What follows belongs to an exercise in optimizing a design on an open flow for small area and a short achievable clock period; a production flow would make more cautious choices. No functional check of the RTL was part of this run. Power and IR drop assume default switching activity.

File: design/flow/flow/run.sh
#!/bin/bash
# The standard layout (standard.sh) with four changes:
#  - synthesis runs flow/synth.tcl: synth_recipe.tcl, except that adder cells
#    are not extracted inside the output adder's small modules;
#  - the port buffers are sky130_fd_sc_hd__buf_2 cells;
#  - timing repair aims for more setup slack than config.mk may ask for;
#  - clock tree synthesis uses clkbuf_16 clusters of up to 30 sinks and
#    inserts no dummy loads.
# Logs: standard.log here; ORFS's own logs under orfs/logs.
set -euo pipefail
export SETUP_SLACK_MARGIN=5.5
export CTS_ARGS="-sink_clustering_enable -repair_clock_nets -dont_use_dummy_load -sink_clustering_size 30 -sink_clustering_max_diameter 80 -buf_list sky130_fd_sc_hd__clkbuf_16"
export BUFFER_PORTS_ARGS="-buffer_cell sky130_fd_sc_hd__buf_2"
sed "s#SYNTH_SCRIPT=[^ ]*#SYNTH_SCRIPT=$PWD/flow/synth.tcl#" standard.sh > own_standard.sh
grep -q "SYNTH_SCRIPT=$PWD/flow/synth.tcl" own_standard.sh
bash own_standard.sh > standard.log 2>&1
File: design/flow/config.mk
export PLATFORM = sky130hd
export DESIGN_NAME = filter
export DESIGN_NICKNAME = filter
export VERILOG_FILES = /design/flow/design.v
export SDC_FILE = /design/flow/constraint.sdc
export NUM_CORES = 4
export LEC_CHECK = 0
export ABC_CLOCK_PERIOD_IN_PS = 3000
export CAP_MARGIN = 20
export CORE_MARGIN = 2
export CORE_UTILIZATION = 75
export PLACE_DENSITY = 0.85
export SLEW_MARGIN = 20
export SYNTH_HIERARCHICAL = 1
File: design/flow/design.v
`timescale 1ns / 1ps
module filter(
    clock,
    reset,
    Data_In,
    Data_Out
    );
    input clock,
          reset;
    input  [7:0] Data_In;
    output [16:0] Data_Out;
    reg  [7:0] x1;
    reg  [7:0] x2;
    reg  [7:0] x3;
    reg  [7:0] x4;
    reg  [7:0] x5;
    reg  [7:0] x6;
    reg  [7:0] x7;
    reg  [7:0] x8;
    reg  [7:0] x9;
    reg  [7:0] x10;
    reg  [7:0] x11;
    reg  [7:0] x12;
    reg  [7:0] x13;
    reg  [7:0] x14;
    reg  [7:0] x15;
    reg  [7:0] x16;
    reg  [7:0] x17;
    reg  [7:0] x18;
    reg  [7:0] x19;
    reg  [7:0] x20;
    reg  [7:0] x21;
    reg  [7:0] x22;
    reg  [7:0] x23;
    reg  [7:0] x24;
    reg  [7:0] x25;
    reg  [7:0] x26;
    reg  [7:0] x27;
    reg  [7:0] x28;
    reg  [7:0] x29;
    reg  [7:0] x30;
    reg  [4:0] age;      
    reg  [16:0] S;       
    always @(posedge clock) begin
        x1 <= reset ? 8'd0 : Data_In;
        x2 <= x1;
        x3 <= x2;
        x4 <= x3;
        x5 <= x4;
        x6 <= x5;
        x7 <= x6;
        x8 <= x7;
        x9 <= (reset || age < 5'd8) ? 8'd0 : x8;
        x10 <= reset ? 8'd0 : x9;
        x11 <= reset ? 8'd0 : x10;
        x12 <= reset ? 8'd0 : x11;
        x13 <= reset ? 8'd0 : x12;
        x14 <= reset ? 8'd0 : x13;
        x15 <= reset ? 8'd0 : x14;
        x16 <= reset ? 8'd0 : x15;
        x17 <= reset ? 8'd0 : x16;
        x18 <= reset ? 8'd0 : x17;
        x19 <= reset ? 8'd0 : x18;
        x20 <= reset ? 8'd0 : x19;
        x21 <= x20;
        x22 <= x21;
        x23 <= x22;
        x24 <= x23;
        x25 <= x24;
        x26 <= x25;
        x27 <= x26;
        x28 <= (reset || age < 5'd27) ? 8'd0 : x27;
        x29 <= reset ? 8'd0 : x28;
        x30 <= reset ? 8'd0 : x29;
        if (reset) age <= 5'd0;
        else if (age != 5'd31) age <= age + 5'd1;
    end
    wire s1;
    wire c2;
    wire s4;
    wire c5;
    wire s7;
    wire c8;
    wire s10;
    wire c11;
    wire s13;
    wire c14;
    wire s16;
    wire c17;
    wire s19;
    wire c20;
    wire s22;
    wire c23;
    wire s25;
    wire c26;
    wire s28;
    wire c29;
    wire s31;
    wire c32;
    wire s34;
    wire c35;
    wire s37;
    wire c38;
    wire s40;
    wire c41;
    wire s43;
    wire c44;
    wire s46;
    wire c47;
    wire s49;
    wire c50;
    wire s52;
    wire c53;
    wire s55;
    wire c56;
    wire s58;
    wire c59;
    wire n61;
    wire n62;
    wire n63;
    wire n64;
    wire n65;
    wire s66;
    wire c67;
    wire s69;
    wire c70;
    wire s72;
    wire c73;
    wire s75;
    wire c76;
    wire n78;
    wire n79;
    wire n80;
    wire n81;
    wire n82;
    wire s83;
    wire c84;
    wire s86;
    wire c87;
    wire s89;
    wire c90;
    wire s92;
    wire c93;
    wire s95;
    wire c96;
    wire s98;
    wire c99;
    wire s101;
    wire c102;
    wire s104;
    wire c105;
    wire s107;
    wire c108;
    wire s110;
    wire c111;
    wire s113;
    wire c114;
    wire s116;
    wire c117;
    wire s119;
    wire c120;
    wire s122;
    wire c123;
    wire s125;
    wire c126;
    wire s128;
    wire c129;
    wire s131;
    wire c132;
    wire s134;
    wire c135;
    wire s137;
    wire c138;
    wire s140;
    wire c141;
    wire s143;
    wire c144;
    wire s146;
    wire c147;
    wire s149;
    wire c150;
    wire s152;
    wire c153;
    wire s155;
    wire c156;
    wire s158;
    wire c159;
    wire s161;
    wire c162;
    wire s164;
    wire c165;
    wire s167;
    wire c168;
    wire s170;
    wire c171;
    wire s173;
    wire c174;
    wire s176;
    wire c177;
    wire s179;
    wire c180;
    wire s182;
    wire c183;
    wire s185;
    wire c186;
    wire s188;
    wire c189;
    wire s191;
    wire c192;
    wire s194;
    wire c195;
    wire s197;
    wire c198;
    wire s200;
    wire c201;
    wire s203;
    wire c204;
    wire s206;
    wire c207;
    wire s209;
    wire c210;
    wire s212;
    wire c213;
    wire s215;
    wire c216;
    wire s218;
    wire c219;
    wire s221;
    wire c222;
    wire s224;
    wire c225;
    wire s227;
    wire c228;
    wire s230;
    wire c231;
    wire s233;
    wire c234;
    wire s236;
    wire c237;
    wire s239;
    wire c240;
    wire s242;
    wire c243;
    wire s245;
    wire c246;
    wire s248;
    wire c249;
    wire s251;
    wire c252;
    wire s254;
    wire c255;
    wire s257;
    wire c258;
    wire s260;
    wire c261;
    wire s263;
    wire c264;
    wire s266;
    wire c267;
    wire s269;
    wire c270;
    wire s272;
    wire c273;
    wire s275;
    wire c276;
    wire s278;
    wire c279;
    wire s281;
    wire c282;
    wire s284;
    wire c285;
    wire s287;
    wire c288;
    wire s290;
    wire c291;
    wire s293;
    wire c294;
    wire s296;
    wire c297;
    wire s299;
    wire c300;
    wire s302;
    wire c303;
    wire s305;
    wire c306;
    wire s308;
    wire c309;
    wire s311;
    wire c312;
    wire s314;
    wire c315;
    wire s317;
    wire c318;
    wire s320;
    wire c321;
    wire s323;
    wire c324;
    wire s326;
    wire c327;
    wire s329;
    wire c330;
    wire s332;
    wire c333;
    wire s335;
    wire c336;
    wire s338;
    wire c339;
    wire s341;
    wire c342;
    wire s344;
    wire c345;
    wire s347;
    wire c348;
    wire s350;
    wire c351;
    wire s353;
    wire c354;
    wire s356;
    wire c357;
    wire s359;
    wire c360;
    wire s362;
    wire c363;
    wire s365;
    wire c366;
    wire s368;
    wire c369;
    wire s371;
    wire c372;
    wire s374;
    wire c375;
    wire s377;
    wire c378;
    wire s380;
    wire c381;
    wire s383;
    wire c384;
    wire s386;
    wire c387;
    wire s389;
    wire c390;
    wire s392;
    wire c393;
    wire s395;
    wire c396;
    wire s398;
    wire c399;
    wire s401;
    wire c402;
    wire s404;
    wire c405;
    wire s407;
    wire c408;
    wire s410;
    wire c411;
    wire s413;
    wire c414;
    wire s416;
    wire c417;
    wire s419;
    wire c420;
    wire s422;
    wire c423;
    wire s425;
    wire c426;
    wire s428;
    wire c429;
    wire s431;
    wire c432;
    wire s434;
    wire c435;
    wire s437;
    wire c438;
    wire s440;
    wire c441;
    wire s443;
    wire c444;
    wire s446;
    wire c447;
    wire s449;
    wire c450;
    wire s452;
    wire c453;
    wire s455;
    wire c456;
    wire s458;
    wire c459;
    wire s461;
    wire c462;
    wire s464;
    wire c465;
    wire s467;
    wire c468;
    wire s470;
    wire c471;
    wire s473;
    wire c474;
    wire s476;
    wire c477;
    wire s479;
    wire c480;
    wire s482;
    wire c483;
    wire s485;
    wire c486;
    wire s488;
    wire c489;
    wire s491;
    wire c492;
    wire s494;
    wire c495;
    wire s497;
    wire c498;
    wire s500;
    wire c501;
    wire s503;
    wire c504;
    wire s506;
    wire c507;
    wire s509;
    wire c510;
    wire s512;
    wire c513;
    wire s515;
    wire c516;
    wire s518;
    wire c519;
    wire s521;
    wire c522;
    wire s524;
    wire c525;
    wire s527;
    wire c528;
    wire s530;
    wire c531;
    wire s533;
    wire c534;
    wire s536;
    wire c537;
    wire s539;
    wire c540;
    wire s542;
    wire c543;
    wire s545;
    wire c546;
    wire s548;
    wire c549;
    wire s551;
    wire c552;
    wire s554;
    wire c555;
    wire s557;
    wire c558;
    wire s560;
    wire c561;
    wire s563;
    wire c564;
    wire s566;
    wire c567;
    wire s569;
    wire c570;
    wire s572;
    wire c573;
    wire s575;
    wire c576;
    wire s578;
    wire c579;
    wire s581;
    wire c582;
    wire s584;
    wire c585;
    wire s587;
    wire c588;
    wire s590;
    wire c591;
    wire s593;
    wire c594;
    wire s596;
    wire c597;
    wire s599;
    wire c600;
    wire s602;
    wire c603;
    wire s605;
    wire c606;
    wire s608;
    wire c609;
    wire s611;
    wire c612;
    wire s614;
    wire c615;
    wire s617;
    wire c618;
    wire s620;
    wire c621;
    wire s623;
    wire c624;
    wire s626;
    wire c627;
    wire s629;
    wire c630;
    wire s632;
    wire c633;
    wire s635;
    wire c636;
    wire s638;
    wire c639;
    wire s641;
    wire c642;
    wire s644;
    wire c645;
    wire s647;
    wire c648;
    wire s650;
    wire c651;
    wire s653;
    wire c654;
    wire s656;
    wire c657;
    wire s659;
    wire c660;
    wire s662;
    wire c663;
    wire s665;
    wire c666;
    wire s668;
    wire c669;
    fir_ha u3 (.a(x10[0]), .b(x19[0]), .s(s1), .co(c2));
    fir_fa u6 (.a(x10[1]), .b(x19[1]), .c(c2), .s(s4), .co(c5));
    fir_fa u9 (.a(x10[2]), .b(x19[2]), .c(c5), .s(s7), .co(c8));
    fir_fa u12 (.a(x10[3]), .b(x19[3]), .c(c8), .s(s10), .co(c11));
    fir_ha u15 (.a(x10[4]), .b(x19[4]), .s(s13), .co(c14));
    fir_fa u18 (.a(x10[5]), .b(x19[5]), .c(c14), .s(s16), .co(c17));
    fir_fa u21 (.a(x10[6]), .b(x19[6]), .c(c17), .s(s19), .co(c20));
    fir_fa u24 (.a(x10[7]), .b(x19[7]), .c(c20), .s(s22), .co(c23));
    fir_ha u27 (.a(x11[0]), .b(x18[0]), .s(s25), .co(c26));
    fir_fa u30 (.a(x11[1]), .b(x18[1]), .c(c26), .s(s28), .co(c29));
    fir_fa u33 (.a(x11[2]), .b(x18[2]), .c(c29), .s(s31), .co(c32));
    fir_fa u36 (.a(x11[3]), .b(x18[3]), .c(c32), .s(s34), .co(c35));
    fir_ha u39 (.a(x11[4]), .b(x18[4]), .s(s37), .co(c38));
    fir_fa u42 (.a(x11[5]), .b(x18[5]), .c(c38), .s(s40), .co(c41));
    fir_fa u45 (.a(x11[6]), .b(x18[6]), .c(c41), .s(s43), .co(c44));
    fir_fa u48 (.a(x11[7]), .b(x18[7]), .c(c44), .s(s46), .co(c47));
    fir_ha u51 (.a(x12[0]), .b(x17[0]), .s(s49), .co(c50));
    fir_fa u54 (.a(x12[1]), .b(x17[1]), .c(c50), .s(s52), .co(c53));
    fir_fa u57 (.a(x12[2]), .b(x17[2]), .c(c53), .s(s55), .co(c56));
    fir_fa u60 (.a(x12[3]), .b(x17[3]), .c(c56), .s(s58), .co(c59));
    assign n61 = ~s49;
    assign n62 = ~s52;
    assign n63 = ~s55;
    assign n64 = ~s58;
    assign n65 = ~c59;
    fir_ha u68 (.a(x12[4]), .b(x17[4]), .s(s66), .co(c67));
    fir_fa u71 (.a(x12[5]), .b(x17[5]), .c(c67), .s(s69), .co(c70));
    fir_fa u74 (.a(x12[6]), .b(x17[6]), .c(c70), .s(s72), .co(c73));
    fir_fa u77 (.a(x12[7]), .b(x17[7]), .c(c73), .s(s75), .co(c76));
    assign n78 = ~s66;
    assign n79 = ~s69;
    assign n80 = ~s72;
    assign n81 = ~s75;
    assign n82 = ~c76;
    fir_ha u85 (.a(x13[0]), .b(x16[0]), .s(s83), .co(c84));
    fir_fa u88 (.a(x13[1]), .b(x16[1]), .c(c84), .s(s86), .co(c87));
    fir_fa u91 (.a(x13[2]), .b(x16[2]), .c(c87), .s(s89), .co(c90));
    fir_fa u94 (.a(x13[3]), .b(x16[3]), .c(c90), .s(s92), .co(c93));
    fir_ha u97 (.a(x13[4]), .b(x16[4]), .s(s95), .co(c96));
    fir_fa u100 (.a(x13[5]), .b(x16[5]), .c(c96), .s(s98), .co(c99));
    fir_fa u103 (.a(x13[6]), .b(x16[6]), .c(c99), .s(s101), .co(c102));
    fir_fa u106 (.a(x13[7]), .b(x16[7]), .c(c102), .s(s104), .co(c105));
    fir_ha u109 (.a(x14[0]), .b(x15[0]), .s(s107), .co(c108));
    fir_fa u112 (.a(x14[1]), .b(x15[1]), .c(c108), .s(s110), .co(c111));
    fir_fa u115 (.a(x14[2]), .b(x15[2]), .c(c111), .s(s113), .co(c114));
    fir_fa u118 (.a(x14[3]), .b(x15[3]), .c(c114), .s(s116), .co(c117));
    fir_ha u121 (.a(x14[4]), .b(x15[4]), .s(s119), .co(c120));
    fir_fa u124 (.a(x14[5]), .b(x15[5]), .c(c120), .s(s122), .co(c123));
    fir_fa u127 (.a(x14[6]), .b(x15[6]), .c(c123), .s(s125), .co(c126));
    fir_fa u130 (.a(x14[7]), .b(x15[7]), .c(c126), .s(s128), .co(c129));
    fir_fa u133 (.a(x1[0]), .b(x28[0]), .c(x30[0]), .s(s131), .co(c132));
    fir_fa u136 (.a(s25), .b(s83), .c(s107), .s(s134), .co(c135));
    fir_fa1 u139 (.a(x1[1]), .b(x28[1]), .s(s137), .co(c138));
    fir_fa u142 (.a(x29[0]), .b(x30[1]), .c(x30[0]), .s(s140), .co(c141));
    fir_fa u145 (.a(n61), .b(c132), .c(s137), .s(s143), .co(c144));
    fir_fa u148 (.a(s140), .b(s28), .c(s86), .s(s146), .co(c147));
    fir_fa u151 (.a(s110), .b(c135), .c(s143), .s(s149), .co(c150));
    fir_fa u154 (.a(s146), .b(s149), .c(Data_In[0]), .s(s152), .co(c153));
    fir_fa u157 (.a(x1[2]), .b(x9[0]), .c(x20[0]), .s(s155), .co(c156));
    fir_fa u160 (.a(x28[2]), .b(x29[1]), .c(x30[2]), .s(s158), .co(c159));
    fir_fa u163 (.a(x30[1]), .b(s1), .c(s25), .s(s161), .co(c162));
    fir_fa u166 (.a(s83), .b(c138), .c(c141), .s(s164), .co(c165));
    fir_fa u169 (.a(s155), .b(s158), .c(s161), .s(s167), .co(c168));
    fir_fa u172 (.a(n62), .b(c144), .c(s164), .s(s170), .co(c171));
    fir_fa u175 (.a(c147), .b(s31), .c(s89), .s(s173), .co(c174));
    fir_fa u178 (.a(s113), .b(s167), .c(c150), .s(s176), .co(c177));
    fir_fa u181 (.a(s170), .b(s173), .c(s176), .s(s179), .co(c180));
    fir_fa u184 (.a(s179), .b(Data_In[1]), .c(c153), .s(s182), .co(c183));
    fir_fa u187 (.a(x1[3]), .b(x9[1]), .c(x20[1]), .s(s185), .co(c186));
    fir_fa u190 (.a(x28[3]), .b(x29[2]), .c(x30[3]), .s(s188), .co(c189));
    fir_fa u193 (.a(x30[2]), .b(s1), .c(s107), .s(s191), .co(c192));
    fir_fa u196 (.a(c156), .b(c159), .c(s185), .s(s194), .co(c195));
    fir_fa u199 (.a(s188), .b(s4), .c(s28), .s(s197), .co(c198));
    fir_fa u202 (.a(s86), .b(c162), .c(s191), .s(s200), .co(c201));
    fir_fa u205 (.a(c165), .b(s194), .c(s197), .s(s203), .co(c204));
    fir_fa u208 (.a(c168), .b(s200), .c(n63), .s(s206), .co(c207));
    fir_fa u211 (.a(c171), .b(s34), .c(s92), .s(s209), .co(c210));
    fir_fa u214 (.a(s116), .b(c174), .c(s203), .s(s212), .co(c213));
    fir_fa u217 (.a(s206), .b(c177), .c(s209), .s(s215), .co(c216));
    fir_fa u220 (.a(s212), .b(c180), .c(s215), .s(s218), .co(c219));
    fir_fa u223 (.a(Data_In[2]), .b(s218), .c(c183), .s(s221), .co(c222));
    fir_fa u226 (.a(x1[4]), .b(x9[2]), .c(x20[2]), .s(s224), .co(c225));
    fir_fa u229 (.a(x28[4]), .b(x29[3]), .c(x30[4]), .s(s227), .co(c228));
    fir_fa u232 (.a(x30[3]), .b(s25), .c(s37), .s(s230), .co(c231));
    fir_fa u235 (.a(s95), .b(s119), .c(c186), .s(s233), .co(c234));
    fir_fa u238 (.a(c189), .b(s224), .c(s227), .s(s236), .co(c237));
    fir_fa u241 (.a(s4), .b(s110), .c(c192), .s(s239), .co(c240));
    fir_fa u244 (.a(s230), .b(c195), .c(s233), .s(s242), .co(c243));
    fir_fa u247 (.a(s236), .b(c198), .c(s7), .s(s245), .co(c246));
    fir_fa u250 (.a(s31), .b(s89), .c(s239), .s(s248), .co(c249));
    fir_fa u253 (.a(c201), .b(s242), .c(c35), .s(s251), .co(c252));
    fir_fa u256 (.a(c93), .b(c117), .c(c204), .s(s254), .co(c255));
    fir_fa u259 (.a(s245), .b(n64), .c(s248), .s(s257), .co(c258));
    fir_fa u262 (.a(c207), .b(c210), .c(s251), .s(s260), .co(c261));
    fir_fa u265 (.a(c213), .b(s254), .c(s257), .s(s263), .co(c264));
    fir_fa u268 (.a(c216), .b(s260), .c(Data_In[3]), .s(s266), .co(c267));
    fir_fa u271 (.a(s263), .b(c219), .c(s266), .s(s269), .co(c270));
    fir_fa1 u274 (.a(x1[5]), .b(x9[3]), .s(s272), .co(c273));
    fir_fa u277 (.a(x20[3]), .b(x28[5]), .c(x29[4]), .s(s275), .co(c276));
    fir_fa u280 (.a(x30[5]), .b(x30[4]), .c(s49), .s(s278), .co(c279));
    fir_fa u283 (.a(s83), .b(s107), .c(n78), .s(s281), .co(c282));
    fir_fa u286 (.a(c225), .b(c228), .c(s272), .s(s284), .co(c285));
    fir_fa u289 (.a(s275), .b(s28), .c(s40), .s(s287), .co(c288));
    fir_fa u292 (.a(s98), .b(s122), .c(c231), .s(s290), .co(c291));
    fir_fa u295 (.a(s278), .b(c234), .c(c237), .s(s293), .co(c294));
    fir_fa u298 (.a(s281), .b(s284), .c(c240), .s(s296), .co(c297));
    fir_fa u301 (.a(s7), .b(s113), .c(s287), .s(s299), .co(c300));
    fir_fa u304 (.a(s290), .b(c243), .c(s293), .s(s302), .co(c303));
    fir_fa u307 (.a(s10), .b(s34), .c(s92), .s(s305), .co(c306));
    fir_fa u310 (.a(c246), .b(s296), .c(n65), .s(s308), .co(c309));
    fir_fa u313 (.a(c249), .b(s299), .c(s302), .s(s311), .co(c312));
    fir_fa u316 (.a(c252), .b(c255), .c(s305), .s(s314), .co(c315));
    fir_fa u319 (.a(c258), .b(s308), .c(s311), .s(s317), .co(c318));
    fir_fa u322 (.a(c261), .b(s314), .c(Data_In[4]), .s(s320), .co(c321));
    fir_fa u325 (.a(c264), .b(s317), .c(c267), .s(s323), .co(c324));
    fir_fa u328 (.a(s320), .b(c270), .c(s323), .s(s326), .co(c327));
    fir_fa1 u331 (.a(x1[6]), .b(x9[4]), .s(s329), .co(c330));
    fir_fa u334 (.a(x20[4]), .b(x28[6]), .c(x29[5]), .s(s332), .co(c333));
    fir_fa u337 (.a(x30[6]), .b(x30[5]), .c(s13), .s(s335), .co(c336));
    fir_fa u340 (.a(s37), .b(s95), .c(c273), .s(s338), .co(c339));
    fir_fa u343 (.a(c276), .b(s329), .c(s332), .s(s341), .co(c342));
    fir_fa u346 (.a(s52), .b(s86), .c(s110), .s(s344), .co(c345));
    fir_fa u349 (.a(c279), .b(s335), .c(n79), .s(s347), .co(c348));
    fir_fa u352 (.a(c282), .b(c285), .c(s338), .s(s350), .co(c351));
    fir_fa u355 (.a(s341), .b(c288), .c(c291), .s(s353), .co(c354));
    fir_fa u358 (.a(s31), .b(s43), .c(s101), .s(s356), .co(c357));
    fir_fa u361 (.a(s125), .b(s344), .c(s347), .s(s359), .co(c360));
    fir_fa u364 (.a(c294), .b(s350), .c(c11), .s(s362), .co(c363));
    fir_fa u367 (.a(c35), .b(c93), .c(c297), .s(s365), .co(c366));
    fir_fa u370 (.a(s10), .b(s116), .c(s353), .s(s368), .co(c369));
    fir_fa u373 (.a(c300), .b(s356), .c(c303), .s(s371), .co(c372));
    fir_fa u376 (.a(s359), .b(c306), .c(s362), .s(s374), .co(c375));
    fir_fa u379 (.a(c309), .b(s365), .c(s368), .s(s377), .co(c378));
    fir_fa u382 (.a(c312), .b(s371), .c(c315), .s(s380), .co(c381));
    fir_fa u385 (.a(s374), .b(Data_In[5]), .c(s377), .s(s383), .co(c384));
    fir_fa u388 (.a(c318), .b(s380), .c(c321), .s(s386), .co(c387));
    fir_fa u391 (.a(s383), .b(c324), .c(s386), .s(s389), .co(c390));
    fir_fa1 u394 (.a(x1[7]), .b(x9[5]), .s(s392), .co(c393));
    fir_fa u397 (.a(x20[5]), .b(x28[7]), .c(x29[6]), .s(s395), .co(c396));
    fir_fa u400 (.a(x30[7]), .b(x30[6]), .c(s13), .s(s398), .co(c399));
    fir_fa u403 (.a(s119), .b(c330), .c(c333), .s(s401), .co(c402));
    fir_fa u406 (.a(s392), .b(s395), .c(s16), .s(s404), .co(c405));
    fir_fa u409 (.a(s40), .b(s98), .c(c336), .s(s407), .co(c408));
    fir_fa u412 (.a(s398), .b(c339), .c(c342), .s(s410), .co(c411));
    fir_fa u415 (.a(s401), .b(c345), .c(s55), .s(s413), .co(c414));
    fir_fa u418 (.a(s89), .b(s113), .c(s404), .s(s416), .co(c417));
    fir_fa u421 (.a(s407), .b(c348), .c(n80), .s(s419), .co(c420));
    fir_fa u424 (.a(c351), .b(s410), .c(c11), .s(s422), .co(c423));
    fir_fa u427 (.a(c117), .b(c354), .c(s34), .s(s425), .co(c426));
    fir_fa u430 (.a(s46), .b(s104), .c(s128), .s(s428), .co(c429));
    fir_fa u433 (.a(c357), .b(s413), .c(s416), .s(s431), .co(c432));
    fir_fa u436 (.a(c360), .b(s419), .c(c363), .s(s434), .co(c435));
    fir_fa u439 (.a(c366), .b(s422), .c(c369), .s(s437), .co(c438));
    fir_fa u442 (.a(s425), .b(s428), .c(s431), .s(s440), .co(c441));
    fir_fa u445 (.a(c372), .b(c375), .c(s434), .s(s443), .co(c444));
    fir_fa u448 (.a(c378), .b(s437), .c(Data_In[6]), .s(s446), .co(c447));
    fir_fa u451 (.a(s440), .b(c381), .c(s443), .s(s449), .co(c450));
    fir_fa u454 (.a(c384), .b(s446), .c(s449), .s(s452), .co(c453));
    fir_fa u457 (.a(c387), .b(s452), .c(c390), .s(s455), .co(c456));
    fir_fa1 u460 (.a(x9[6]), .b(x20[6]), .s(s458), .co(c459));
    fir_fa u463 (.a(x29[7]), .b(x30[7]), .c(s37), .s(s461), .co(c462));
    fir_fa u466 (.a(c393), .b(c396), .c(s458), .s(s464), .co(c465));
    fir_fa u469 (.a(s16), .b(s122), .c(c399), .s(s467), .co(c468));
    fir_fa u472 (.a(s461), .b(c402), .c(s464), .s(s470), .co(c471));
    fir_fa u475 (.a(c405), .b(c408), .c(s19), .s(s473), .co(c474));
    fir_fa u478 (.a(s43), .b(s101), .c(s467), .s(s476), .co(c477));
    fir_fa u481 (.a(c411), .b(s470), .c(c35), .s(s479), .co(c480));
    fir_fa u484 (.a(c47), .b(c105), .c(c129), .s(s482), .co(c483));
    fir_fa u487 (.a(s58), .b(s92), .c(s116), .s(s485), .co(c486));
    fir_fa u490 (.a(c414), .b(c417), .c(s473), .s(s488), .co(c489));
    fir_fa u493 (.a(n81), .b(s476), .c(c420), .s(s491), .co(c492));
    fir_fa u496 (.a(c423), .b(c426), .c(c429), .s(s494), .co(c495));
    fir_fa u499 (.a(s479), .b(s482), .c(s485), .s(s497), .co(c498));
    fir_fa u502 (.a(c432), .b(s488), .c(s491), .s(s500), .co(c501));
    fir_fa u505 (.a(c435), .b(c438), .c(s494), .s(s503), .co(c504));
    fir_fa u508 (.a(s497), .b(Data_In[7]), .c(c441), .s(s506), .co(c507));
    fir_fa u511 (.a(s500), .b(c444), .c(s503), .s(s509), .co(c510));
    fir_fa u514 (.a(c447), .b(s506), .c(c450), .s(s512), .co(c513));
    fir_fa u517 (.a(s509), .b(s512), .c(c453), .s(s515), .co(c516));
    fir_fa1 u520 (.a(x9[7]), .b(x20[7]), .s(s518), .co(c519));
    fir_fa u523 (.a(s66), .b(s95), .c(s119), .s(s521), .co(c522));
    fir_fa u526 (.a(c459), .b(s518), .c(s40), .s(s524), .co(c525));
    fir_fa u529 (.a(c462), .b(s521), .c(c465), .s(s527), .co(c528));
    fir_fa u532 (.a(c468), .b(s19), .c(s125), .s(s530), .co(c531));
    fir_fa u535 (.a(s524), .b(c471), .c(s527), .s(s533), .co(c534));
    fir_fa u538 (.a(c59), .b(c93), .c(c117), .s(s536), .co(c537));
    fir_fa u541 (.a(s22), .b(s46), .c(s104), .s(s539), .co(c540));
    fir_fa u544 (.a(c474), .b(n82), .c(c477), .s(s542), .co(c543));
    fir_fa u547 (.a(s530), .b(s533), .c(c480), .s(s545), .co(c546));
    fir_fa u550 (.a(c483), .b(c486), .c(s536), .s(s548), .co(c549));
    fir_fa u553 (.a(c489), .b(s539), .c(c492), .s(s551), .co(c552));
    fir_fa u556 (.a(s542), .b(c495), .c(s545), .s(s554), .co(c555));
    fir_fa u559 (.a(c498), .b(s548), .c(c501), .s(s557), .co(c558));
    fir_fa u562 (.a(s551), .b(c504), .c(s554), .s(s560), .co(c561));
    fir_fa u565 (.a(c507), .b(s557), .c(c510), .s(s563), .co(c564));
    fir_fa u568 (.a(s560), .b(c513), .c(s563), .s(s566), .co(c567));
    fir_fa u571 (.a(c519), .b(s69), .c(s98), .s(s569), .co(c570));
    fir_fa u574 (.a(s122), .b(c522), .c(c525), .s(s572), .co(c573));
    fir_fa u577 (.a(s43), .b(s569), .c(c528), .s(s575), .co(c576));
    fir_fa u580 (.a(c23), .b(c47), .c(c105), .s(s578), .co(c579));
    fir_fa u583 (.a(s22), .b(s128), .c(c531), .s(s581), .co(c582));
    fir_fa u586 (.a(s572), .b(c534), .c(s575), .s(s584), .co(c585));
    fir_fa u589 (.a(c537), .b(c540), .c(s578), .s(s587), .co(c588));
    fir_fa u592 (.a(c543), .b(s581), .c(s584), .s(s590), .co(c591));
    fir_fa u595 (.a(c546), .b(c549), .c(s587), .s(s593), .co(c594));
    fir_fa u598 (.a(c552), .b(s590), .c(c555), .s(s596), .co(c597));
    fir_fa u601 (.a(s593), .b(c558), .c(c561), .s(s599), .co(c600));
    fir_fa u604 (.a(s596), .b(s599), .c(c564), .s(s602), .co(c603));
    fir_fa1 u607 (.a(c570), .b(s72), .s(s605), .co(c606));
    fir_fa u610 (.a(s101), .b(s125), .c(c23), .s(s608), .co(c609));
    fir_fa u613 (.a(c129), .b(c573), .c(s46), .s(s611), .co(c612));
    fir_fa u616 (.a(s605), .b(c576), .c(c579), .s(s614), .co(c615));
    fir_fa u619 (.a(c582), .b(s608), .c(s611), .s(s617), .co(c618));
    fir_fa u622 (.a(c585), .b(c588), .c(s614), .s(s620), .co(c621));
    fir_fa u625 (.a(s617), .b(c591), .c(c594), .s(s623), .co(c624));
    fir_fa u628 (.a(s620), .b(c597), .c(s623), .s(s626), .co(c627));
    fir_fa u631 (.a(c600), .b(s626), .c(c603), .s(s629), .co(c630));
    fir_fa1 u634 (.a(c47), .b(s75), .s(s632), .co(c633));
    fir_fa u637 (.a(s104), .b(s128), .c(c606), .s(s635), .co(c636));
    fir_fa u640 (.a(c609), .b(c612), .c(s632), .s(s638), .co(c639));
    fir_fa u643 (.a(s635), .b(c615), .c(c618), .s(s641), .co(c642));
    fir_fa u646 (.a(s638), .b(c621), .c(s641), .s(s644), .co(c645));
    fir_fa u649 (.a(c624), .b(s644), .c(c627), .s(s647), .co(c648));
    fir_fa1 u652 (.a(c76), .b(c105), .s(s650), .co(c651));
    fir_fa u655 (.a(c129), .b(c633), .c(c636), .s(s653), .co(c654));
    fir_fa u658 (.a(s650), .b(c639), .c(s653), .s(s656), .co(c657));
    fir_fa u661 (.a(c642), .b(s656), .c(c645), .s(s659), .co(c660));
    fir_fa1 u664 (.a(c651), .b(c654), .s(s662), .co(c663));
    fir_fa u667 (.a(c657), .b(s662), .c(c660), .s(s665), .co(c666));
    fir_fa1 u670 (.a(c663), .b(c666), .s(s668), .co(c669));
    wire [16:0] rowA = {1'b1, s668, s665, c648, c630, s629, c567, c516, c456, s455, c327, s326, c222, s221, s182, s152, s131};
    wire [16:0] rowB = {c669, 1'b0, 1'b0, s659, s647, 1'b0, s602, s566, s515, 1'b0, s389, 1'b0, s269, 1'b0, 1'b0, 1'b0, s134};
    wire [16:0] S_next = rowA + rowB;
    always @(posedge clock) begin
        if (reset) S <= 17'd0;
        else       S <= S_next;
    end
    wire [9:0] oa, ob, og, op;
    wire [7:1] oe;
    fir_xor2 u_a0 (.a(S[0]), .b(Data_In[0]), .y(oa[0]));
    fir_pg1 u_pg1 (.s1(S[1]), .s0(S[0]), .d1(Data_In[1]), .d0(Data_In[0]), .p(op[1]), .g(og[1]));
    fir_pg u_pg2 (.s1(S[2]), .s0(S[1]), .d2(Data_In[2]), .d1(Data_In[1]), .d0(Data_In[0]), .p(op[2]), .g(og[2]));
    fir_pg u_pg3 (.s1(S[3]), .s0(S[2]), .d2(Data_In[3]), .d1(Data_In[2]), .d0(Data_In[1]), .p(op[3]), .g(og[3]));
    fir_pg u_pg4 (.s1(S[4]), .s0(S[3]), .d2(Data_In[4]), .d1(Data_In[3]), .d0(Data_In[2]), .p(op[4]), .g(og[4]));
    fir_pg u_pg5 (.s1(S[5]), .s0(S[4]), .d2(Data_In[5]), .d1(Data_In[4]), .d0(Data_In[3]), .p(op[5]), .g(og[5]));
    fir_pg u_pg6 (.s1(S[6]), .s0(S[5]), .d2(Data_In[6]), .d1(Data_In[5]), .d0(Data_In[4]), .p(op[6]), .g(og[6]));
    fir_pg u_pg7 (.s1(S[7]), .s0(S[6]), .d2(Data_In[7]), .d1(Data_In[6]), .d0(Data_In[5]), .p(op[7]), .g(og[7]));
    fir_pg8 u_pg8 (.s1(S[8]), .s0(S[7]), .d1(Data_In[7]), .d0(Data_In[6]), .p(op[8]), .g(og[8]));
    fir_pg9 u_pg9 (.s1(S[9]), .s0(S[8]), .d0(Data_In[7]), .p(op[9]), .g(og[9]));
    wire G0_2;
    fir_aoi21 u_G0_2 (.a(og[2]), .b(op[2]), .c(og[1]), .y(G0_2));
    wire G0_4;
    fir_aoi21 u_G0_4 (.a(og[4]), .b(op[4]), .c(og[3]), .y(G0_4));
    wire P0_4;
    fir_nand2 u_P0_4 (.a(op[4]), .b(op[3]), .y(P0_4));
    wire G0_6;
    fir_aoi21 u_G0_6 (.a(og[6]), .b(op[6]), .c(og[5]), .y(G0_6));
    wire P0_6;
    fir_nand2 u_P0_6 (.a(op[6]), .b(op[5]), .y(P0_6));
    wire G0_8;
    fir_aoi21 u_G0_8 (.a(og[8]), .b(op[8]), .c(og[7]), .y(G0_8));
    wire P0_8;
    fir_nand2 u_P0_8 (.a(op[8]), .b(op[7]), .y(P0_8));
    wire n_og3;
    fir_inv u_n_og3 (.a(og[3]), .y(n_og3));
    wire n_op3;
    fir_inv u_n_op3 (.a(op[3]), .y(n_op3));
    wire G1_3;
    fir_oai21 u_G1_3 (.a(n_og3), .b(n_op3), .c(G0_2), .y(G1_3));
    wire G1_4;
    fir_oai21 u_G1_4 (.a(G0_4), .b(P0_4), .c(G0_2), .y(G1_4));
    wire n_og7;
    fir_inv u_n_og7 (.a(og[7]), .y(n_og7));
    wire n_op7;
    fir_inv u_n_op7 (.a(op[7]), .y(n_op7));
    wire G1_7;
    fir_oai21 u_G1_7 (.a(n_og7), .b(n_op7), .c(G0_6), .y(G1_7));
    wire P1_7;
    fir_nor2 u_P1_7 (.a(n_op7), .b(P0_6), .y(P1_7));
    wire G1_8;
    fir_oai21 u_G1_8 (.a(G0_8), .b(P0_8), .c(G0_6), .y(G1_8));
    wire P1_8;
    fir_nor2 u_P1_8 (.a(P0_8), .b(P0_6), .y(P1_8));
    wire G2_5;
    fir_aoi21 u_G2_5 (.a(og[5]), .b(op[5]), .c(G1_4), .y(G2_5));
    wire n_G0_6;
    fir_inv u_n_G0_6 (.a(G0_6), .y(n_G0_6));
    wire n_P0_6;
    fir_inv u_n_P0_6 (.a(P0_6), .y(n_P0_6));
    wire G2_6;
    fir_aoi21 u_G2_6 (.a(n_G0_6), .b(n_P0_6), .c(G1_4), .y(G2_6));
    wire G2_7;
    fir_aoi21 u_G2_7 (.a(G1_7), .b(P1_7), .c(G1_4), .y(G2_7));
    wire G2_8;
    fir_aoi21 u_G2_8 (.a(G1_8), .b(P1_8), .c(G1_4), .y(G2_8));
    wire n_og9;
    fir_inv u_n_og9 (.a(og[9]), .y(n_og9));
    wire n_op9;
    fir_inv u_n_op9 (.a(op[9]), .y(n_op9));
    assign Data_Out[0] = oa[0];
    assign Data_Out[1] = op[1];
    fir_xor2 u_y2 (.a(op[2]), .b(og[1]), .y(Data_Out[2]));
    fir_xnor2 u_y3 (.a(op[3]), .b(G0_2), .y(Data_Out[3]));
    fir_xor2 u_y4 (.a(op[4]), .b(G1_3), .y(Data_Out[4]));
    fir_xor2 u_y5 (.a(op[5]), .b(G1_4), .y(Data_Out[5]));
    fir_xnor2 u_y6 (.a(op[6]), .b(G2_5), .y(Data_Out[6]));
    fir_xnor2 u_y7 (.a(op[7]), .b(G2_6), .y(Data_Out[7]));
    fir_xnor2 u_y8 (.a(op[8]), .b(G2_7), .y(Data_Out[8]));
    fir_xnor2 u_y9 (.a(op[9]), .b(G2_8), .y(Data_Out[9]));
    wire [6:0] hi_t;   
    assign hi_t[0] = 1'b1;   
    assign hi_t[1] = &S[10:10];
    assign hi_t[2] = &S[11:10];
    assign hi_t[3] = &S[12:10];
    assign hi_t[4] = &S[13:10];
    assign hi_t[5] = &S[14:10];
    assign hi_t[6] = &S[15:10];
    wire G3_9_d0;
    fir_oai21 u_G3_9_d0 (.a(n_og9), .b(n_op9), .c(G2_8), .y(G3_9_d0));
    fir_xor2 u_y10 (.a(S[10]), .b(G3_9_d0), .y(Data_Out[10]));
    fir_flip u_y11 (.s(S[11]), .c(G3_9_d0), .t(hi_t[1]), .y(Data_Out[11]));
    wire G3_9_d1;
    fir_oai21 u_G3_9_d1 (.a(n_og9), .b(n_op9), .c(G2_8), .y(G3_9_d1));
    fir_flip u_y12 (.s(S[12]), .c(G3_9_d1), .t(hi_t[2]), .y(Data_Out[12]));
    fir_flip u_y13 (.s(S[13]), .c(G3_9_d1), .t(hi_t[3]), .y(Data_Out[13]));
    wire G3_9_d2;
    fir_oai21 u_G3_9_d2 (.a(n_og9), .b(n_op9), .c(G2_8), .y(G3_9_d2));
    fir_flip u_y14 (.s(S[14]), .c(G3_9_d2), .t(hi_t[4]), .y(Data_Out[14]));
    fir_flip u_y15 (.s(S[15]), .c(G3_9_d2), .t(hi_t[5]), .y(Data_Out[15]));
    fir_flip u_y16 (.s(S[16]), .c(G3_9_d2), .t(hi_t[6]), .y(Data_Out[16]));
endmodule
module fir_pg(input s1, input s0, input d2, input d1, input d0, output p, output g);
    wire a = s1 ^ d2 ^ d1;
    wire b = (s0 & d1) | (s0 & d0) | (d1 & d0);
    assign p = a ^ b;
    assign g = a & b;
endmodule
module fir_pg1(input s1, input s0, input d1, input d0, output p, output g);
    wire a = s1 ^ d1 ^ d0;
    wire b = s0 & d0;
    assign p = a ^ b;
    assign g = a & b;
endmodule
module fir_pg8(input s1, input s0, input d1, input d0, output p, output g);
    wire a = s1 ^ d1;
    wire b = (s0 & d1) | (s0 & d0) | (d1 & d0);
    assign p = a ^ b;
    assign g = a & b;
endmodule
module fir_pg9(input s1, input s0, input d0, output p, output g);
    wire b = s0 & d0;
    assign p = s1 ^ b;
    assign g = s1 & b;
endmodule
module fir_xor2(input a, input b, output y);
    assign y = a ^ b;
endmodule
module fir_xnor2(input a, input b, output y);
    assign y = ~(a ^ b);
endmodule
module fir_aoi21(input a, input b, input c, output y);
    assign y = ~(a | (b & c));
endmodule
module fir_oai21(input a, input b, input c, output y);
    assign y = ~(a & (b | c));
endmodule
module fir_nand2(input a, input b, output y);
    assign y = ~(a & b);
endmodule
module fir_nor2(input a, input b, output y);
    assign y = ~(a | b);
endmodule
module fir_inv(input a, output y);
    assign y = ~a;
endmodule
module fir_flip(input s, input c, input t, output y);
    assign y = s ^ (c & t);
endmodule
module fir_fa1(input a, input b, output s, output co);
    assign s = ~(a ^ b);
    assign co = a | b;
endmodule
module fir_fa(input a, input b, input c, output s, output co);
    assign s = a ^ b ^ c;
    assign co = (a & b) | (a & c) | (b & c);
endmodule
module fir_ha(input a, input b, output s, output co);
    assign s = a ^ b;
    assign co = a & b;
endmodule
File: design/flow/flow/synth.tcl
# synth_recipe.tcl (the standard synthesis), except that full and half adder
# cells are extracted only in filter, fir_fa and fir_ha: the one-cell modules,
# of the output adder and its fir_pg* modules are left to ABC as they are.
proc synth {args} { yosys synth -nofsm -noshare {*}$args }
proc extract_fa {args} { yosys extract_fa {*}$args filter fir_fa fir_ha }
source $::env(SCRIPTS_DIR)/synth.tcl
# left out here: clear keep_hierarchy, flatten, clean up, hide names made inside functions, write 1_2_yosys.v
File: design/flow/constraint.sdc
create_clock -name core_clock -period 12.5 [get_ports {clock}]
set_input_delay 2.5000 -clock core_clock [delete_from_list [all_inputs] [get_ports {clock}]]
set_output_delay 2.5000 -clock core_clock [all_outputs]
set_load 0.01 [all_outputs]
File: design/flow/standard.sh
#!/bin/bash
# synth_recipe.tcl (not shown) runs the flow's synth.tcl, then flattens the netlist and writes it again
# the make line also repeats each setting of config.mk as NAME=value (left out here)
make -C /OpenROAD-flow-scripts/flow DESIGN_CONFIG=/design/flow/config.mk WORK_HOME=/design/flow/orfs CLKGATE_MAP_FILE= SYNTH_SCRIPT=/design/flow/synth_recipe.tcl "${@:-finish}"
==> impl_metrics.toml <==
[setup_path]
worstPathArrival_ns = 4.38
path_cells = "buf_2, nand3b_1, o21ai_2, xnor2_2, nand2_1, o21ai_4, a21oi_4, o21ai_2, nand2_1, xnor2_1, buf_2"
criticalPathCategory = "input pin to primary output"
startpoint_type = "input pin"
path_buf_inv = 2
critPathMaxStageDelay_ns = 0.31
crit_fanout = 9
cp_top_family = "compound AO/OA/AOI/OAI gates"
rr_startpoint = "x11[4]"
critPathRequiredTime_ns = 10.00
cp-startpoint = "Data_In[2]"
critPathCaptureType = "primary output"
slowest_stage = "o21ai_4"

[pwr]
seqPwrFrac = 0.531
comb_power_share = 0.214
p_per_area_nw_per_um2 = 131
switching_share = 0.280
p_leak_nw = 5.66
power.total_w = 0.00167
power_frac_clock = 0.256
peakVddDrop_uv = 117
p_int_w = 0.00120
switching_power_w = 0.000467

[clock_network]
cts_num_sinks = 262
cts_tree = "yes"
root_buffer = "clkbuf_16"
cts.clk_slew.worst_paths_ns = 0.10
cts.path.max_buffers = 3
cts_buffers = 13
ctsHtreeMaxLevel = 1
insertion_delay_ns = 0.49
cts_hold_buf = 0

[timing]
layout_worst_path_cycle_share = 0.551
max_slew_margin = 0.424
whs_ns = 0.335
max_freq_mhz = 145
rsz0062_at_grt = "true"
setup_viol = 0
final_max_slew_viol_count = 0
skew_ns = 0.0546
hold_violations = 0
finalSetupTns_ns = 0
tightest_slew_ns = 0.858
timing.final.crit_period_ns = 6.88

[global_route]
grt_first_pass_wirelength_um = 36500
antenna_found_initial = 0
grt_pass1_vias = 7169
grt_max_degree = 84
grt.total_usage = 0.289
overflow = 0

[floorplan]
ios = 27
floorplan.initialDensity = 0.762
die_w_um = 131
coreArea_um2 = 15800
dieArea_um2 = 17000
std_cell_rows = 46
die_h_um = 131

[routing]
vias_per_cell = 5.62
routedWlPerCell_um = 20.2
vias = 6258
drc = 0
final_antenna_net_count = 0
drt_pre_antenna_iters = 4
drt_iter0_markers = 268
wl_um = 22600

[yosys]
synth.most_common_cell = "dfxtp_1"
ys_warn_count = 7
synth-main-ff-cell = "dfxtp_1"
synthDistinctLibCells = 46
ys_top_cells_by_area = "dfxtp_1 (44%), fa_1 (33%), nor2b_1 (6.3%), xnor2_1 (2.6%), ha_1 (2.2%)"
yosysSeqAreaShare = 0.437
ys_async_sr_fraction = 0
syn_area_um2 = 12000
synth_seq_cells = 262
synthDominantCellAreaShare = 0.437
syn_inst = 871
synth_top_cells_by_count = "dfxtp_1 (262), fa_1 (199), nor2b_1 (120), xnor2_1 (36), nor2_1 (25)"
yosysTopAreaCell = "dfxtp_1"
avgSynthCellArea_um2 = 13.8
synth.net_count = 1101
synth-edff-count = 0

[layout]
area_growth_pct = 6.31
utilization = 0.810
antenna_cells = 0
largest-register = "S"
drive_gt1_frac = 0.0947
largest_reg_flops = 17
fin_nets = 1130
fillers = 879

[place]
portBuffers = 26
place_congestion = 0.851
dp_hpwl_um = 17200

[flow_run]
maxCapViolCount = 0

[worst_hold_path]
worstHoldPathType = "flop to flop"
hold_start = "x24[0]"

[outcome]
status = "timing/DRC/antenna clean"
-- Yosys stat by module (local to each module, per instance), a selection --
| module | flip-flops and latches | area [um2] | copies in the design |
|---|---|---|---|
| filter | 262 | 6960 | 1 |
| fir_fa | 0 | 20.0 | 199 |
| fir_flip | 0 | 12.5 | 6 |
| fir_pg9 | 0 | 20.0 | 1 |
| fir_pg8 | 0 | 46.3 | 1 |
| fir_fa1 | 0 | 15.0 | 11 |
| fir_pg1 | 0 | 30.0 | 1 |
| fir_oai21 | 0 | 5.00 | 7 |
| fir_xnor2 | 0 | 8.76 | 5 |
| fir_nor2 | 0 | 3.75 | 2 |
| fir_nand2 | 0 | 3.75 | 3 |
| fir_ha | 0 | 12.5 | 10 |
-- area by class of cell --
cell class / instances / area, um2 / area share
multi-input combinational: 570 / 6670 / 0.522
sequential: 262 / 5250 / 0.411
clock buffer: 13 / 325 / 0.0255
tap: 216 / 270 / 0.0212
timing repair buffer: 32 / 178 / 0.0139
inverter: 21 / 78.8 / 0.00617
-- placed cells by master (no fill, tap or decap), types with 2 or more instances in the layout --
master / count
o21ai_1: 10
and3_1: 5
xnor2_1: 33
o21ai_2: 12
nand2b_1: 9
buf_2: 25
o211ai_1: 6
nor2_1: 25
nand3b_1: 8
nor3_1: 2
fa_1: 199
and2_1: 19
dfxtp_1: 262
nand2_1: 19
inv_1: 21
clkbuf_16: 13
nand4_1: 4
ha_1: 21
o21ai_0: 2
a21oi_1: 3
a31oi_1: 3
buf_4: 7
nand3_1: 4
mux2i_1: 3
xnor2_2: 9
xor2_1: 14
a21oi_2: 9
nor2b_1: 120
or2_1: 11
-- timing repair --
action                                  4_1_cts  5_1_grt
resized for setup                             4        7
endpoints found under the setup margin        7        8
pin swaps                                     0        3
buffers inserted                              0        5
-- path summary, 6_finish.rpt --
path	slack (ns)	endpoint	cells after the start
hold reg to reg	0.34	x25[0]	0
setup reg to reg	5.82	S[16]	17
hold / removal	0.34	x25[0]	0
setup / recovery	5.62	Data_Out[15]	11
-- through the flow --
step / cells / setup WS [ns] / instance area [um2]
finish: 1114 / 5.62 / 12800
global route: 1114 / 5.43 / 12800
CTS: 1109 / 5.55 / 12700
detailed placement: 1096 / 5.21 / 12300
global placement: 1096 / 5.44 / 12300
floorplan: 871 / 5.90 / 12000
-- cells by family after synthesis --
group                      count (synthesis)  share of synthesized area
adders and majority gates                220                      0.354
muxes                                      5                    0.00469
buffers and inverters                     39                     0.0128
xor gates and xnor gates                  57                     0.0453
AOI/OAI and AO/OA                         56                     0.0338
and+or+nand+nor                          232                      0.113
DFF                                      262                      0.437
-- power groups by stage --
stage / Sequential [W] / Combinational, W / Clock, W
floorplan: 0.000899 / 0.000243 / 0
global placement: 0.000903 / 0.000308 / 0
detailed placement: 0.000905 / 0.000326 / 0
CTS: 0.000887 / 0.000334 / 0.000435
global route: 0.000891 / 0.000392 / 0.000464
finish: 0.000887 / 0.000357 / 0.000427
-- routing by layer --
| layer | GRT usage | vias up | part of all wire | wire (um) |
|---|---|---|---|---|
| met5 | 0 | - | 0 | 0 |
| li1 | - | 2780 | - | - |
| met3 | 0.0379 | 64 | 0.039 | 873 |
| met2 | 0.511 | 149 | 0.53 | 12000 |
| met4 | 0.130 | 0 | 0.046 | 1030 |
| met1 | 0.360 | 3265 | 0.38 | 8630 |

-- separate check: timing with driven ports --
The results above use ideal ports. As a check the final layout listed here was re-extracted and re-timed, cells and wires unchanged. Step 1 assumes that a clkbuf_16 drives the clock port and a buf_2 every other input. Step 2 adds t to the input delays and takes it off the output delays; t is the mean of the earliest and latest rising clock arrival at the registers after step 1. Input paths then give back, and output paths get back, about the clock's delay inside the block. Three values: ideal, step 1, step 2; two values: the first two.
shift t [ns]: 0.508
slack for setup (ns): 5.617 / 5.596 / 5.596
worst register clock-pin slew, ns: 0.11 / 0.11
After both steps this run still meets setup and hold. For this run, drivers alone change the setup slack by -0.021 ns; drivers and shift together by -0.021 ns.
